This design comes from an exercise in tuning for a short achievable clock period and few clock cycles on the open sky130 flow, not from production work.
Where RTL was checked, it was by simulation tests only, not by an equivalence proof against the original.
Power figures rest on the tool's default switching activity, not on a simulated workload.

==> run a: inputs <==
==> flow/design.v (excerpt) <==
module cpu(input         clk, reset,
           input  [15:0] dataout, instruction,
           output        MemRd, MemWr,
           output [15:0] datain, instrAddr, dataAddr);
Settings: LEC_CHECK=0, CAP_MARGIN=20, CORE_MARGIN=2, CORE_UTILIZATION=55, PLACE_DENSITY=0.7, SLEW_MARGIN=20, SYNTH_HIERARCHICAL=1; clock period 13.0 ns.
standard.sh (not shown) runs the stock make flow with config.mk's settings and CLKGATE_MAP_FILE= SYNTH_SCRIPT=/design/flow/synth_recipe.tcl, a recipe that flattens the netlist after the stock synthesis.
==> flow/flow/run.sh <==
#!/bin/bash
# Own flow: the standard layout, with two changes to how it is made (the clock period
# and constraints are unchanged):
#  - the port buffers that buffer_ports inserts are plain buffers (buf_2), not whatever cell
#    it picks by default (a delay cell on this platform);
#  - repair_timing aims for more setup slack than the default.
set -euo pipefail
bash standard.sh SETUP_SLACK_MARGIN=9.4 'BUFFER_PORTS_ARGS=-buffer_cell sky130_fd_sc_hd__buf_2' finish > flow_standard.log 2>&1
==> inputs of run b, as changes to run a <==
--- a/flow/flow/run.sh
+++ b/flow/flow/run.sh
@@ -7,2 +7,2 @@
 set -euo pipefail
-bash standard.sh SETUP_SLACK_MARGIN=9.4 'BUFFER_PORTS_ARGS=-buffer_cell sky130_fd_sc_hd__buf_2' finish > flow_standard.log 2>&1
+bash standard.sh SETUP_SLACK_MARGIN=9.2 ADDER_MAP_FILE= 'BUFFER_PORTS_ARGS=-buffer_cell sky130_fd_sc_hd__buf_2' finish > flow_standard.log 2>&1
==> notes <==
- Run b finished clean. Run a finished clean.
- Between run a and run b, the lower hold slack is in run a (gap 0.0025 ns).
- Clock skew: run b is higher than run a (0.0080 ns).
- Of run a and run b, run a has the higher cell area (gap about 5%, measured against run b).
- In run b the critical path depth is lower than in run a, by 4.
- Against run a, the combinational power of run b is lower by 9.0%.
- Between run b and run a, the lower register-to-register slack is in run b (gap 0.12 ns).
Testbench counts of run a, summed over its fixed seeds: cycles 9,516.
Testbench counts of run b, summed over its fixed seeds: cycles 9,516.

==> job 2787 <==
Another version of the RTL of cpu (not shown whole).
export LEC_CHECK = 0
export CAP_MARGIN = 20
export CORE_MARGIN = 2
export CORE_UTILIZATION = 55
export PLACE_DENSITY = 0.7
export SLEW_MARGIN = 20
export SYNTH_HIERARCHICAL = 1
create_clock -name core_clock -period 13.0 [get_ports {clk}]
==> flow/flow/run.sh <==
#!/bin/bash
# Own flow: the standard layout, with two changes to how it is made (the clock period
# and constraints are unchanged):
#  - the port buffers that buffer_ports inserts are plain buffers (buf_2), not whatever cell
#    it picks by default (a delay cell on this platform);
#  - repair_timing aims for more setup slack than the default.
set -euo pipefail
bash standard.sh SETUP_SLACK_MARGIN=9.2 'BUFFER_PORTS_ARGS=-buffer_cell sky130_fd_sc_hd__buf_2' finish > flow_standard.log 2>&1
==> job 8891: changes against job 2787 <==
==> flow/design.v (replaced) <==
module pcinc(input  [15:0] pc,
             output [15:0] pc2,
             output [10:0] hip, him);
  assign pc2 = pc + 16'd2;
  assign hip = pc[15:5] + 11'd1;
  assign him = pc[15:5] - 11'd1;
endmodule
module cmux #(parameter WIDTH = 11)
             (input              s,
              input  [WIDTH-1:0] d1, d0,
              output [WIDTH-1:0] y);
  assign y = s ? d1 : d0;
endmodule
module nsel #(parameter WIDTH = 11)
             (input              pt, c,
              input  [WIDTH-1:0] t1, t0, n,
              output [WIDTH-1:0] y);
  assign y = pt ? (c ? t1 : t0) : n;
endmodule
module bpred(input  [3:0] op,
             input        i11, i4,
             input  [2:0] rs,
             input  [7:0] rdo,
             input  [7:1] xk,
             input        xz,
             output       pt);
  wire fbr = (op[3:2] == 2'b10);
  wire fps = fbr & (i4 | op[0] | (~op[1] & i11));
  wire zc  = fbr & op[1] & (i11 | (rs == 3'd0));
  wire hx  = zc & |({xk, 1'b1} & rdo);           
  assign pt = hx ? (op[0] ^ (xz | rdo[0])) : fps;
endmodule
module ao4 #(parameter WIDTH = 16)
            (input              s0, s1, s2, s3,
             input  [WIDTH-1:0] d0, d1, d2, d3,
             output [WIDTH-1:0] y);
  assign y = ({WIDTH{s0}} & d0) | ({WIDTH{s1}} & d1) | ({WIDTH{s2}} & d2) | ({WIDTH{s3}} & d3);
endmodule
module fdec(input  [3:0] op,
            output       sj, sr, sb, ss);
  assign sj = op[3] & op[2] & ~op[1];
  assign sr = op[3] & op[2] & op[1] & ~op[0];
  assign sb = op[3] & ~op[2];
  assign ss = ~op[3] | (op[3] & op[2] & op[1] & op[0]);
endmodule
module kslvl #(parameter WIDTH = 16, parameter DIST = 1)
              (input  [WIDTH-1:0] gi, pi,
               output [WIDTH-1:0] go, po);
  genvar k;
  generate
    for (k = 0; k < WIDTH; k = k + 1) begin : bitk
      if (k >= DIST) begin : comb
        assign go[k] = gi[k] | (pi[k] & gi[k-DIST]);
        assign po[k] = pi[k] & pi[k-DIST];
      end else begin : pass
        assign go[k] = gi[k];
        assign po[k] = pi[k];
      end
    end
  endgenerate
endmodule
module ksadd(input  [15:0] a, b,
             input         cin,
             output [15:0] s);
  wire [15:0] p = a ^ b;
  wire [15:0] g0 = (a & b) | {15'd0, p[0] & cin};
  wire [15:0] g1, p1, g2, p2, g3, p3, g4, p4;
  kslvl #(16, 1) l1(g0, p, g1, p1);
  kslvl #(16, 2) l2(g1, p1, g2, p2);
  kslvl #(16, 4) l3(g2, p2, g3, p3);
  kslvl #(16, 8) l4(g3, p3, g4, p4);
  assign s = p ^ {g4[14:0], cin};
endmodule
module kscarry(input  [15:0] a, b,
               input         cin,
               output        cout);
  wire [15:0] p = a ^ b;
  wire [15:0] g0 = (a & b) | {15'd0, p[0] & cin};
  wire [15:0] g1, p1, g2, p2, g3, p3, g4, p4;
  kslvl #(16, 1) l1(g0, p, g1, p1);
  kslvl #(16, 2) l2(g1, p1, g2, p2);
  kslvl #(16, 4) l3(g2, p2, g3, p3);
  kslvl #(16, 8) l4(g3, p3, g4, p4);
  assign cout = g4[15];
endmodule
module misl(input  eq, lt, m2, m1, m0, rw,
            output mis);
  assign mis = (eq & m2) | (~eq & (lt ? m1 : m0)) | rw;
endmodule
module dec8(input  [2:0] a,
            output [7:0] y);
  assign y = 8'd1 << a;
endmodule
module ksadd5(input  [4:0] a, b,
              output [4:0] s,
              output       co);
  wire [4:0] p = a ^ b;
  wire [4:0] g0 = a & b;
  wire [4:0] g1, p1, g2, p2, g3, p3;
  kslvl #(5, 1) l1(g0, p, g1, p1);
  kslvl #(5, 2) l2(g1, p1, g2, p2);
  kslvl #(5, 4) l3(g2, p2, g3, p3);
  assign s  = p ^ {g3[3:0], 1'b0};
  assign co = g3[4];
endmodule
module cpu(input         clk, reset,
           input  [15:0] dataout, instruction,
           output        MemRd, MemWr,
           output [15:0] datain, instrAddr, dataAddr);
  reg [15:0] pc;           
  reg [15:0] ras;          
  reg        xv;           
  reg [7:1]  xao, xbo;     
  reg [7:0]  xsa, xsb;     
  reg [2:0]  xd;           
  reg        xwe;          
  reg        xand, xcall, xsub;  
  reg        ximm;         
  reg [15:0] xi;           
  reg        xld, xbyte, xsx, xst, xsv;
  reg [8:0]  xs9;          
  reg [2:0]  xtk;          
  reg        xbr;          
  reg        xret, xpt;    
  reg [15:0] xpc2, xbt;    
  reg [15:0] xrt;          
  reg        xla, xlb;     
  reg [15:0] mres, mdata;
  reg [15:0] maddr;        
  reg [7:1]  mwe;          
  reg [7:1]  mwl;          
  reg        mld, mbyte, msx, mwr;
  reg [15:0] r1, r2, r3, r4, r5, r6, r7;
  reg [15:0] xni;          
  reg        xzk;          
  wire [7:0]  xdo = 8'd1 << xd;
  wire [15:0] av = ({16{xsa[0]}} & mres) | ({16{xsa[1]}} & r1) | ({16{xsa[2]}} & r2) |
                   ({16{xsa[3]}} & r3)   | ({16{xsa[4]}} & r4) | ({16{xsa[5]}} & r5) |
                   ({16{xsa[6]}} & r6)   | ({16{xsa[7]}} & r7);
  wire [15:0] bv = ({16{xsb[0]}} & mres) | ({16{xsb[1]}} & r1) | ({16{xsb[2]}} & r2) |
                   ({16{xsb[3]}} & r3)   | ({16{xsb[4]}} & r4) | ({16{xsb[5]}} & r5) |
                   ({16{xsb[6]}} & r6)   | ({16{xsb[7]}} & r7);
  wire        st = xv & (xla | xlb);           
  wire        go = xv & ~st;                   
  wire [15:0] bop = ximm ? xi : bv;
  wire [15:0] sum, dif;
  ksadd adda(av, bop, 1'b0, sum);
  ksadd adds(av, ~bv, 1'b1, dif);
  wire [15:0] res = xcall ? xpc2 : xand ? (av & bop) : xsub ? dif : sum;
  wire        eq = (av == bv);
  wire        nlt;
  kscarry cmpc({~av[15], av[14:0]}, {bv[15], ~bv[14:0]}, 1'b1, nlt);
  wire        lt = ~nlt;
  wire [2:0]  xm  = {3{xbr}} & (xtk ^ {3{xpt}});    
  wire [2:0]  gm  = {3{go}} & xm;
  wire        mis, mis2;    
  wire        rw = go & xret & (av != xrt);
  misl ml(eq, lt, gm[2], gm[1], gm[0], rw, mis);
  misl ml2(eq, lt, gm[2], gm[1], gm[0], rw, mis2);
  wire [15:0] redir = xret ? av : xpt ? xpc2 : xbt;
  wire [7:0]  xe  = {r7 == xni, r6 == xni, r5 == xni, r4 == xni, r3 == xni, r2 == xni, r1 == xni,
                     mres == xni};
  wire        xz  = |(xsa & xe);
  wire [15:0] i  = instruction;
  wire [3:0]  op = i[15:12];
  wire [15:0] pc2;
  wire [10:0] hip, him;
  pcinc pci(pc, pc2, hip, him);
  wire [5:0]  lo;
  ksadd5 loa(pc[4:0], i[4:0], lo[4:0], lo[5]);
  wire        c5 = lo[5];    
  wire [15:0] jt = {pc2[15:13], i[11:0], 1'b0};
  wire fbr  = (op[3:2] == 2'b10);
  wire fj   = (op[3:1] == 3'b110);
  wire fret = (op == 4'd14);
  wire fpt, fpt2;    
  wire [7:0] rdo;
  dec8 rdd(i[10:8], rdo);
  bpred bp(op, i[11], i[4], i[7:5], rdo, xwd & {7{xzk}}, xz, fpt);
  bpred bp2(op, i[11], i[4], i[7:5], rdo, xwd & {7{xzk}}, xz, fpt2);
  wire [10:0] bt1 = i[4] ? pc[15:5] : hip;
  wire [10:0] bt0 = i[4] ? him : pc[15:5];
  wire [10:0] bth;
  cmux #(11) btm(c5, bt1, bt0, bth);
  wire [15:0] bt = {bth, lo[4:0]};
  wire        sj, sr, sb, ss;
  fdec fd0(op, sj, sr, sb, ss);
  wire [15:0] p1, p0, pn, t1, t0, tn, fn, pcd;
  ao4 #(16) a1(sj, sr, ss, sb, jt, ras, pc2, {bt1, lo[4:0]}, p1);    
  ao4 #(16) a0(sj, sr, ss, sb, jt, ras, pc2, {bt0, lo[4:0]}, p0);    
  ao4 #(16) an(sj, sr, ss, sb, jt, ras, pc2, pc2, pn);               
  cmux #(16) k1(st, pc, p1, t1);
  cmux #(16) k0(st, pc, p0, t0);
  cmux #(16) kn(st, pc, pn, tn);
  nsel #(8) pcmh(fpt, c5, t1[15:8], t0[15:8], tn[15:8], fn[15:8]);
  nsel #(8) pcml(fpt2, c5, t1[7:0], t0[7:0], tn[7:0], fn[7:0]);
  cmux #(8) kmh(mis, redir[15:8], fn[15:8], pcd[15:8]);
  cmux #(8) kml(mis2, redir[7:0], fn[7:0], pcd[7:0]);
  reg [2:0] ftk;
  always @(*)
    case (op[1:0])
      2'd0: ftk = 3'b110;    
      2'd1: ftk = 3'b101;    
      2'd2: ftk = 3'b100;    
      default: ftk = 3'b011;  
    endcase
  wire fR    = ~op[3] & ~op[2] & ~(op[1] & op[0]);           
  wire fA75  = (~op[3] & (op[2] | (op[1] & op[0]))) | (fbr & ~i[11]);
  wire fA7   = fret;
  wire fA119 = (op == 4'd15);
  wire fB108 = (op == 4'd7) | fbr;
  wire [7:0] d86  = 8'd1 << i[8:6];
  wire [7:0] d75  = 8'd1 << i[7:5];
  wire [7:0] d119 = 8'd1 << i[11:9];
  wire [7:0] d53  = 8'd1 << i[5:3];
  wire [7:0] d108 = 8'd1 << i[10:8];
  wire [7:0] fao = ({8{fR}} & d86) | ({8{fA75}} & d75) | ({8{fA119}} & d119) | ({8{fA7}} & 8'h80);
  wire [7:0] fbo = ({8{fR}} & d53) | ({8{fB108}} & d108);
  wire [7:1] xwd = {7{xv & xwe}} & xdo[7:1];
  wire       xw  = xv & xwe;
  wire       e86 = (i[8:6] == xd), e75 = (i[7:5] == xd), e119 = (i[11:9] == xd);
  wire       e53 = (i[5:3] == xd), e108 = (i[10:8] == xd), e7 = (xd == 3'd7);
  wire       ffa = xw & ((fR & e86) | (fA75 & e75) | (fA119 & e119) | (fA7 & e7));
  wire       ffb = xw & ((fR & e53) | (fB108 & e108));
  wire [2:0] fd  = fR ? i[11:9] : (op == 4'd13) ? 3'd7 : i[10:8];
  wire       fwe = (fR | (~op[3] & (op[2] ^ (op[1] & op[0]))) | (op == 4'd13)) & (fd != 3'd0);
  wire       fimm = ~fR;
  wire       fld  = (op == 4'd5) | (op == 4'd6);
  wire       fst  = (op == 4'd7) | (op == 4'd15);
  wire       fsv  = (op == 4'd15);
  wire       fand = (op == 4'd0) | (op == 4'd4);
  wire       fsub = (op == 4'd2);
  wire [15:0] fi  = (op == 4'd15) ? 16'd0 : {{11{i[4] & (op != 4'd4)}}, i[4:0]};
  always @(posedge clk or posedge reset)
    if (reset) begin
      pc <= 16'd0;
      xv <= 1'b0;
    end else begin
      pc <= pcd;
      xv <= ~mis;       
    end
  always @(posedge clk)
    if (!st && op == 4'd13) ras <= pc2;
  always @(posedge clk)
    if (st) begin
      xsa <= {xao, 1'b0}; xsb <= {xbo, 1'b0}; xla <= 1'b0; xlb <= 1'b0;
    end else begin
      xao <= fao[7:1]; xbo <= fbo[7:1];
      xsa <= {fao[7:1] & ~xwd, ffa};
      xsb <= {fbo[7:1] & ~xwd, ffb};
      xla <= ffa & xld; xlb <= ffb & xld;
      xd <= fd; xwe <= fwe; xand <= fand; xsub <= fsub; xcall <= (op == 4'd13);
      ximm <= fimm; xi <= fi;
      xld <= fld; xbyte <= (op == 4'd6); xsx <= i[11]; xst <= fst; xsv <= fsv;
      xs9 <= i[8:0];
      xtk <= ftk; xbr <= fbr;
      xret <= fret; xpt <= fpt;
      xzk <= (op == 4'd3);
      xpc2 <= pc2; xbt <= bt; xrt <= ras;
    end
  always @(posedge clk or posedge reset)
    if (reset) begin
      mwe <= 7'd0; mld <= 1'b0; mwr <= 1'b0; mwl <= 7'd0;
    end else begin
      mwe <= (go & xwe) ? xdo[7:1] : 7'd0; mld <= go & xld; mwr <= go & xst;
      mwl <= (go & xwe & xld) ? xdo[7:1] : 7'd0;
    end
  always @(posedge clk)
    xni <= 16'd0 - fi;
  always @(posedge clk) begin
    mres  <= res;
    maddr <= sum;
    mdata <= xsv ? {{7{xs9[8]}}, xs9} : bv;
    mbyte <= xbyte;
    msx   <= xsx;
  end
  wire [15:0] ldv = mbyte ? {{8{msx & dataout[7]}}, dataout[7:0]} : dataout;
  always @(posedge clk) begin
    if (mwe[1]) r1 <= mwl[1] ? ldv : mres;
    if (mwe[2]) r2 <= mwl[2] ? ldv : mres;
    if (mwe[3]) r3 <= mwl[3] ? ldv : mres;
    if (mwe[4]) r4 <= mwl[4] ? ldv : mres;
    if (mwe[5]) r5 <= mwl[5] ? ldv : mres;
    if (mwe[6]) r6 <= mwl[6] ? ldv : mres;
    if (mwe[7]) r7 <= mwl[7] ? ldv : mres;
  end
  assign instrAddr = pc;
  assign dataAddr  = maddr;
  assign datain    = mdata;
  assign MemRd     = mld;
  assign MemWr     = mwr;
endmodule
Settings changed: CORE_UTILIZATION 55 to 40, PLACE_DENSITY 0.7 to 0.6.
==> job 6649: changes against job 2787 <==
--- a/flow/design.v
+++ b/flow/design.v
@@ -96,33 +96,36 @@
   assign sel = (eq & m2) | (~eq & (lt ? m1 : m0)) | rw | st;
 endmodule
 module dec8(input  [2:0] a,
             output [7:0] y);
   assign y = 8'd1 << a;
 endmodule
-module pg5(input  [4:0] a, b,
-           output [4:0] p, g);
-  assign p = a ^ b;
-  assign g = a & b;
-endmodule
-module pfx5(input  [4:0] p, g,
-            output [4:0] c);
-  wire [4:0] g1 = g  | (p  & {g[3:0],  1'b0});
-  wire [4:0] p1 = p  & {p[3:0],  1'b0};
-  wire [4:0] g2 = g1 | (p1 & {g1[2:0], 2'b0});
-  wire [4:0] p2 = p1 & {p1[2:0], 2'b0};
-  assign c = g2 | (p2 & {g2[0], 4'b0});
-endmodule
 module ksadd5(input  [4:0] a, b,
               output [4:0] s,
               output       co);
-  wire [4:0] p, g, c;
-  pg5 u_pg(a, b, p, g);
-  pfx5 u_c(p, g, c);
-  assign s  = p ^ {c[3:0], 1'b0};
-  assign co = c[4];
+  wire [4:0] p = a ^ b;
+  wire [4:0] g [0:3];
+  wire [4:0] q [0:3];
+  assign g[0] = a & b;
+  assign q[0] = p;
+  genvar l, k;
+  generate
+    for (l = 0; l < 3; l = l + 1) begin : lvl
+      for (k = 0; k < 5; k = k + 1) begin : bitk
+        if (k >= (1 << l)) begin : comb
+          assign g[l+1][k] = g[l][k] | (q[l][k] & g[l][k - (1 << l)]);
+          assign q[l+1][k] = q[l][k] & q[l][k - (1 << l)];
+        end else begin : pass
+          assign g[l+1][k] = g[l][k];
+          assign q[l+1][k] = q[l][k];
+        end
+      end
+    end
+  endgenerate
+  assign s  = p ^ {g[3][3:0], 1'b0};
+  assign co = g[3][4];
 endmodule
 module cpu(input         clk, reset,
            input  [15:0] dataout, instruction,
            output        MemRd, MemWr,
            output [15:0] datain, instrAddr, dataAddr);
   reg [15:0] pc;           
@@ -137,25 +140,23 @@
   reg [15:0] xi;           
   reg        xld, xbyte, xsx, xst, xsv;
   reg [8:0]  xs9;          
   reg [2:0]  xtk;          
   reg        xbr;          
   reg        xret, xpt;    
-  reg [15:0] xpc2, xpcb;   
+  reg [15:0] xpc2, xbt;    
   reg [15:0] xrt;          
   reg        xla, xlb;     
-  reg        xls;          
   reg [15:0] mres, mdata;
   reg [15:0] maddr;        
   reg [7:1]  mwe;          
   reg [7:1]  mwl;          
   reg        mld, mbyte, msx, mwr;
   reg [15:0] r1, r2, r3, r4, r5, r6, r7;
   reg [15:0] xni;          
   reg        xzk;          
-  wire [15:0] ldv = mbyte ? {{8{msx & dataout[7]}}, dataout[7:0]} : dataout;
   wire [7:0]  xdo = 8'd1 << xd;
   wire [15:0] av = ({16{xsa[0]}} & mres) | ({16{xsa[1]}} & r1) | ({16{xsa[2]}} & r2) |
                    ({16{xsa[3]}} & r3)   | ({16{xsa[4]}} & r4) | ({16{xsa[5]}} & r5) |
                    ({16{xsa[6]}} & r6)   | ({16{xsa[7]}} & r7);
   wire [15:0] bv = ({16{xsb[0]}} & mres) | ({16{xsb[1]}} & r1) | ({16{xsb[2]}} & r2) |
                    ({16{xsb[3]}} & r3)   | ({16{xsb[4]}} & r4) | ({16{xsb[5]}} & r5) |
@@ -175,25 +176,25 @@
   wire [2:0]  gm  = {3{go}} & xm;
   wire        mis, mis2;    
   wire        rw = go & xret & (av != xrt);
   wire        sel, sel2;
   misl ml(eq, lt, gm[2], gm[1], gm[0], rw, st, mis, sel);
   misl ml2(eq, lt, gm[2], gm[1], gm[0], rw, st, mis2, sel2);
-  wire [15:0] xbt;          
-  ksadd btx(xpcb, xi, 1'b0, xbt);
   wire [15:0] redir = st ? pc : xret ? av : xpt ? xpc2 : xbt;
   wire [7:0]  xe  = {r7 == xni, r6 == xni, r5 == xni, r4 == xni, r3 == xni, r2 == xni, r1 == xni,
                      mres == xni};
   wire        xz  = |(xsa & xe);
   wire [15:0] i  = instruction;
   wire [3:0]  op = i[15:12];
   wire [15:0] pc2;
   wire [10:0] hip, him;
   pcinc pci(pc, pc2, hip, him);
   wire [5:0]  lo;
   ksadd5 loa(pc[4:0], i[4:0], lo[4:0], lo[5]);
+  wire [5:0]  lob;    
+  ksadd5 lob5(pc[4:0], i[4:0], lob[4:0], lob[5]);
   wire        c5 = lo[5];    
   wire [15:0] jt = {pc2[15:13], i[11:0], 1'b0};
   wire fbr  = (op[3:2] == 2'b10);
   wire fj   = (op[3:1] == 3'b110);
   wire fret = (op == 4'd14);
   wire [3:0] fpq;
@@ -202,12 +203,15 @@
   bpred bp1(op, i[11], i[4], i[7:5], i[10:8], xd, fxk, xz, fpq[1]);
   bpred bp2(op, i[11], i[4], i[7:5], i[10:8], xd, fxk, xz, fpq[2]);
   bpred bp3(op, i[11], i[4], i[7:5], i[10:8], xd, fxk, xz, fpq[3]);
   wire       fpt = fpq[0];
   wire [10:0] bt1 = i[4] ? pc[15:5] : hip;
   wire [10:0] bt0 = i[4] ? him : pc[15:5];
+  wire [10:0] bth;
+  cmux #(11) btm(lob[5], bt1, bt0, bth);
+  wire [15:0] bt = {bth, lob[4:0]};
   wire        sj, sr, sb, ss;
   fdec fd0(op, sj, sr, sb, ss);
   wire [15:0] p1, p0, pn, t1, t0, tn, fn, pcd;
   ao4 #(16) a1(sj, sr, ss, sb, jt, ras, pc2, {bt1, lo[4:0]}, p1);    
   ao4 #(16) a0(sj, sr, ss, sb, jt, ras, pc2, {bt0, lo[4:0]}, p0);    
   ao4 #(16) an(sj, sr, ss, sb, jt, ras, pc2, pc2, pn);               
@@ -264,26 +268,26 @@
       xv <= ~mis;       
     end
   always @(posedge clk)
     if (!st && op == 4'd13) ras <= pc2;
   always @(posedge clk)
     if (st) begin
-      xsa <= {xao, 1'b0}; xsb <= {xbo, 1'b0}; xla <= 1'b0; xlb <= 1'b0; xls <= 1'b0;
+      xsa <= {xao, 1'b0}; xsb <= {xbo, 1'b0}; xla <= 1'b0; xlb <= 1'b0;
     end else begin
       xao <= fao[7:1]; xbo <= fbo[7:1];
       xsa <= {fao[7:1] & ~xwd, ffa};
       xsb <= {fbo[7:1] & ~xwd, ffb};
-      xla <= ffa & xld; xlb <= ffb & xld & (op != 4'd7); xls <= ffb & xld & (op == 4'd7);
+      xla <= ffa & xld; xlb <= ffb & xld;
       xd <= fd; xwe <= fwe; xand <= fand; xsub <= fsub; xcall <= (op == 4'd13);
       ximm <= fimm; xi <= fi;
       xld <= fld; xbyte <= (op == 4'd6); xsx <= i[11]; xst <= fst; xsv <= fsv;
       xs9 <= i[8:0];
       xtk <= ftk; xbr <= fbr;
       xret <= fret; xpt <= fpt;
       xzk <= (op == 4'd3);
-      xpc2 <= pc2; xpcb <= pc; xrt <= ras;
+      xpc2 <= pc2; xbt <= bt; xrt <= ras;
     end
   always @(posedge clk or posedge reset)
     if (reset) begin
       mwe <= 7'd0; mld <= 1'b0; mwr <= 1'b0; mwl <= 7'd0;
     end else begin
       mwe <= (go & xwe) ? xdo[7:1] : 7'd0; mld <= go & xld; mwr <= go & xst;
@@ -291,16 +295,17 @@
     end
   always @(posedge clk)
     xni <= 16'd0 - fi;
   always @(posedge clk) begin
     mres  <= res;
     maddr <= sum;
-    mdata <= xsv ? {{7{xs9[8]}}, xs9} : xls ? ldv : bv;
+    mdata <= xsv ? {{7{xs9[8]}}, xs9} : bv;
     mbyte <= xbyte;
     msx   <= xsx;
   end
+  wire [15:0] ldv = mbyte ? {{8{msx & dataout[7]}}, dataout[7:0]} : dataout;
   always @(posedge clk) begin
     if (mwe[1]) r1 <= mwl[1] ? ldv : mres;
     if (mwe[2]) r2 <= mwl[2] ? ldv : mres;
     if (mwe[3]) r3 <= mwl[3] ? ldv : mres;
     if (mwe[4]) r4 <= mwl[4] ? ldv : mres;
     if (mwe[5]) r5 <= mwl[5] ? ldv : mres;
==> job 8851: changes against job 2787 <==
--- a/flow/design.v
+++ b/flow/design.v
@@ -96,33 +96,36 @@
   assign sel = (eq & m2) | (~eq & (lt ? m1 : m0)) | rw | st;
 endmodule
 module dec8(input  [2:0] a,
             output [7:0] y);
   assign y = 8'd1 << a;
 endmodule
-module pg5(input  [4:0] a, b,
-           output [4:0] p, g);
-  assign p = a ^ b;
-  assign g = a & b;
-endmodule
-module pfx5(input  [4:0] p, g,
-            output [4:0] c);
-  wire [4:0] g1 = g  | (p  & {g[3:0],  1'b0});
-  wire [4:0] p1 = p  & {p[3:0],  1'b0};
-  wire [4:0] g2 = g1 | (p1 & {g1[2:0], 2'b0});
-  wire [4:0] p2 = p1 & {p1[2:0], 2'b0};
-  assign c = g2 | (p2 & {g2[0], 4'b0});
-endmodule
 module ksadd5(input  [4:0] a, b,
               output [4:0] s,
               output       co);
-  wire [4:0] p, g, c;
-  pg5 u_pg(a, b, p, g);
-  pfx5 u_c(p, g, c);
-  assign s  = p ^ {c[3:0], 1'b0};
-  assign co = c[4];
+  wire [4:0] p = a ^ b;
+  wire [4:0] g [0:3];
+  wire [4:0] q [0:3];
+  assign g[0] = a & b;
+  assign q[0] = p;
+  genvar l, k;
+  generate
+    for (l = 0; l < 3; l = l + 1) begin : lvl
+      for (k = 0; k < 5; k = k + 1) begin : bitk
+        if (k >= (1 << l)) begin : comb
+          assign g[l+1][k] = g[l][k] | (q[l][k] & g[l][k - (1 << l)]);
+          assign q[l+1][k] = q[l][k] & q[l][k - (1 << l)];
+        end else begin : pass
+          assign g[l+1][k] = g[l][k];
+          assign q[l+1][k] = q[l][k];
+        end
+      end
+    end
+  endgenerate
+  assign s  = p ^ {g[3][3:0], 1'b0};
+  assign co = g[3][4];
 endmodule
 module cpu(input         clk, reset,
            input  [15:0] dataout, instruction,
            output        MemRd, MemWr,
            output [15:0] datain, instrAddr, dataAddr);
   reg [15:0] pc;           
@@ -204,18 +207,16 @@
   bpred bp3(op, i[11], i[4], i[7:5], i[10:8], xd, fxk, xz, fpq[3]);
   wire       fpt = fpq[0];
   wire [10:0] bt1 = i[4] ? pc[15:5] : hip;
   wire [10:0] bt0 = i[4] ? him : pc[15:5];
   wire        sj, sr, sb, ss;
   fdec fd0(op, sj, sr, sb, ss);
-  wire [15:0] p1, p0, pn, t1, t0, tn, fn, pcd;
-  ao4 #(16) a1(sj, sr, ss, sb, jt, ras, pc2, {bt1, lo[4:0]}, p1);    
-  ao4 #(16) a0(sj, sr, ss, sb, jt, ras, pc2, {bt0, lo[4:0]}, p0);    
-  ao4 #(16) an(sj, sr, ss, sb, jt, ras, pc2, pc2, pn);               
-  assign t1 = p1;
-  assign t0 = p0;
+  wire [15:0] pn, t1, t0, tn, fn, pcd;
+  ao4 #(16) an(sj, sr, ss, sb, jt, ras, pc2, pc2, pn);
+  assign t1 = {bt1, lo[4:0]};    
+  assign t0 = {bt0, lo[4:0]};    
   assign tn = pn;
   nsel #(4) pcm3(fpq[3], c5, t1[15:12], t0[15:12], tn[15:12], fn[15:12]);
   nsel #(4) pcm2(fpq[2], c5, t1[11:8], t0[11:8], tn[11:8], fn[11:8]);
   nsel #(4) pcm1(fpq[1], c5, t1[7:4], t0[7:4], tn[7:4], fn[7:4]);
   nsel #(4) pcm0(fpq[0], c5, t1[3:0], t0[3:0], tn[3:0], fn[3:0]);
   cmux #(8) kmh(sel, redir[15:8], fn[15:8], pcd[15:8]);
==> flow_summary.yaml <==
routing:
  wl_per_cell_um: 27.20
  first_pass_iters: 7
sta:
  worstMarginPinSlew_ns: 1.186
  fin_crit_ns: 4.062
clock_network:
  clkLatencyLatePin_ns: 0.59
setup_path:
  crit_end: "pc[3]$_DFF_PP0_"
outcome:
  status: "finished clean"
placement:
  dp.cells: 2899
die:
  tap_cells: 765
yosys:
  synthCells: 2226
  avgSynthCellArea_sq_um: 10.50
pwr:
  switching_share_pct: 37.22
Source of the figures above: job 8891

==> flow_summary.yaml <==
routing:
  first_pass_iters: 8
  wl_per_cell_um: 26.80
setup_path:
  crit_end: "pc[4]$_DFF_PP0_"
outcome:
  status: "finished clean"
sta:
  fin_crit_ns: 3.877
placement:
  dp.cells: 2668
pwr:
  switching_share_pct: 38.33
Source of the figures above: job 6649

==> flow_summary.yaml <==
yosys:
  synth_area_sq_um: 22830
  avgSynthCellArea_sq_um: 10.01
outcome:
  status: "finished clean"
sta:
  worstMarginPinSlew_ns: 1.193
  setup_violations: 0
  fin_crit_ns: 3.844
setup_path:
  crit_end: "pc[4]$_DFF_PP0_"
  crit_path_max_fanout: 2
placement:
  dp.cells: 2756
routing:
  dr_wl_met2_mm: 33.64
  first_pass_iters: 8
die:
  tap_cells: 532
clock_network:
  clkLatencyLatePin_ns: 0.57
Source of the figures above: job 2787

==> flow_summary.yaml <==
yosys:
  yosys_warnings: 10
  synthCells: 2172
  avgSynthCellArea_sq_um: 10.12
routing:
  first_pass_iters: 6
  wl_per_cell_um: 26.57
placement:
  dp.cells: 2647
die:
  tap_cells: 525
sta:
  fin_crit_ns: 3.829
  worstMarginPinSlew_ns: 1.244
pwr:
  switching_share_pct: 37.61
outcome:
  status: "finished clean"
Source of the figures above: job 8851

Testbench counts of job 6649, summed over its fixed seeds: cycles 9,516.
Testbench counts of job 8851, summed over its fixed seeds: cycles 9,499.
No functional check of the RTL was part of job 2787 and job 8891.

==> static timing again, ports no longer ideal <==
How much do the figures lean on ideal ports? The routed layouts below were timed once more, with nothing changed but the port constraints.
Step 1 (the two cells are an assumption about what drives the block):
set clk [get_ports {clk}]
set_driving_cell -lib_cell sky130_fd_sc_hd__clkbuf_16 $clk
set_driving_cell -lib_cell sky130_fd_sc_hd__buf_2 [delete_from_list [all_inputs] $clk]
Step 2 also shifts input and output timing later by t, the mid clock arrival at the registers, as if the neighbouring blocks saw the same clock.
Slacks: ideal ports / drivers / drivers and shift; pairs: ideal ports / drivers.
run	t (ns)	slack for setup (ns)	worst data-port slew with drivers (ns)
run a	0.617	9.061 / 9.057 / 8.439	0.12
run b	0.623	8.996 / 9.013 / 8.390	0.07
job 2787	0.625	9.156 / 9.129 / 8.547	0.06
job 8891	0.631	8.938 / 8.924 / 8.292	0.22
job 6649	0.620	9.123 / 9.117 / 8.497	0.06
job 8851	0.615	9.171 / 9.147 / 8.568	0.09
After both steps every run listed still meets setup and hold. The setup slack of job 8891, which loses most, moves by -0.014 ns with the drivers and by -0.646 ns with both steps.
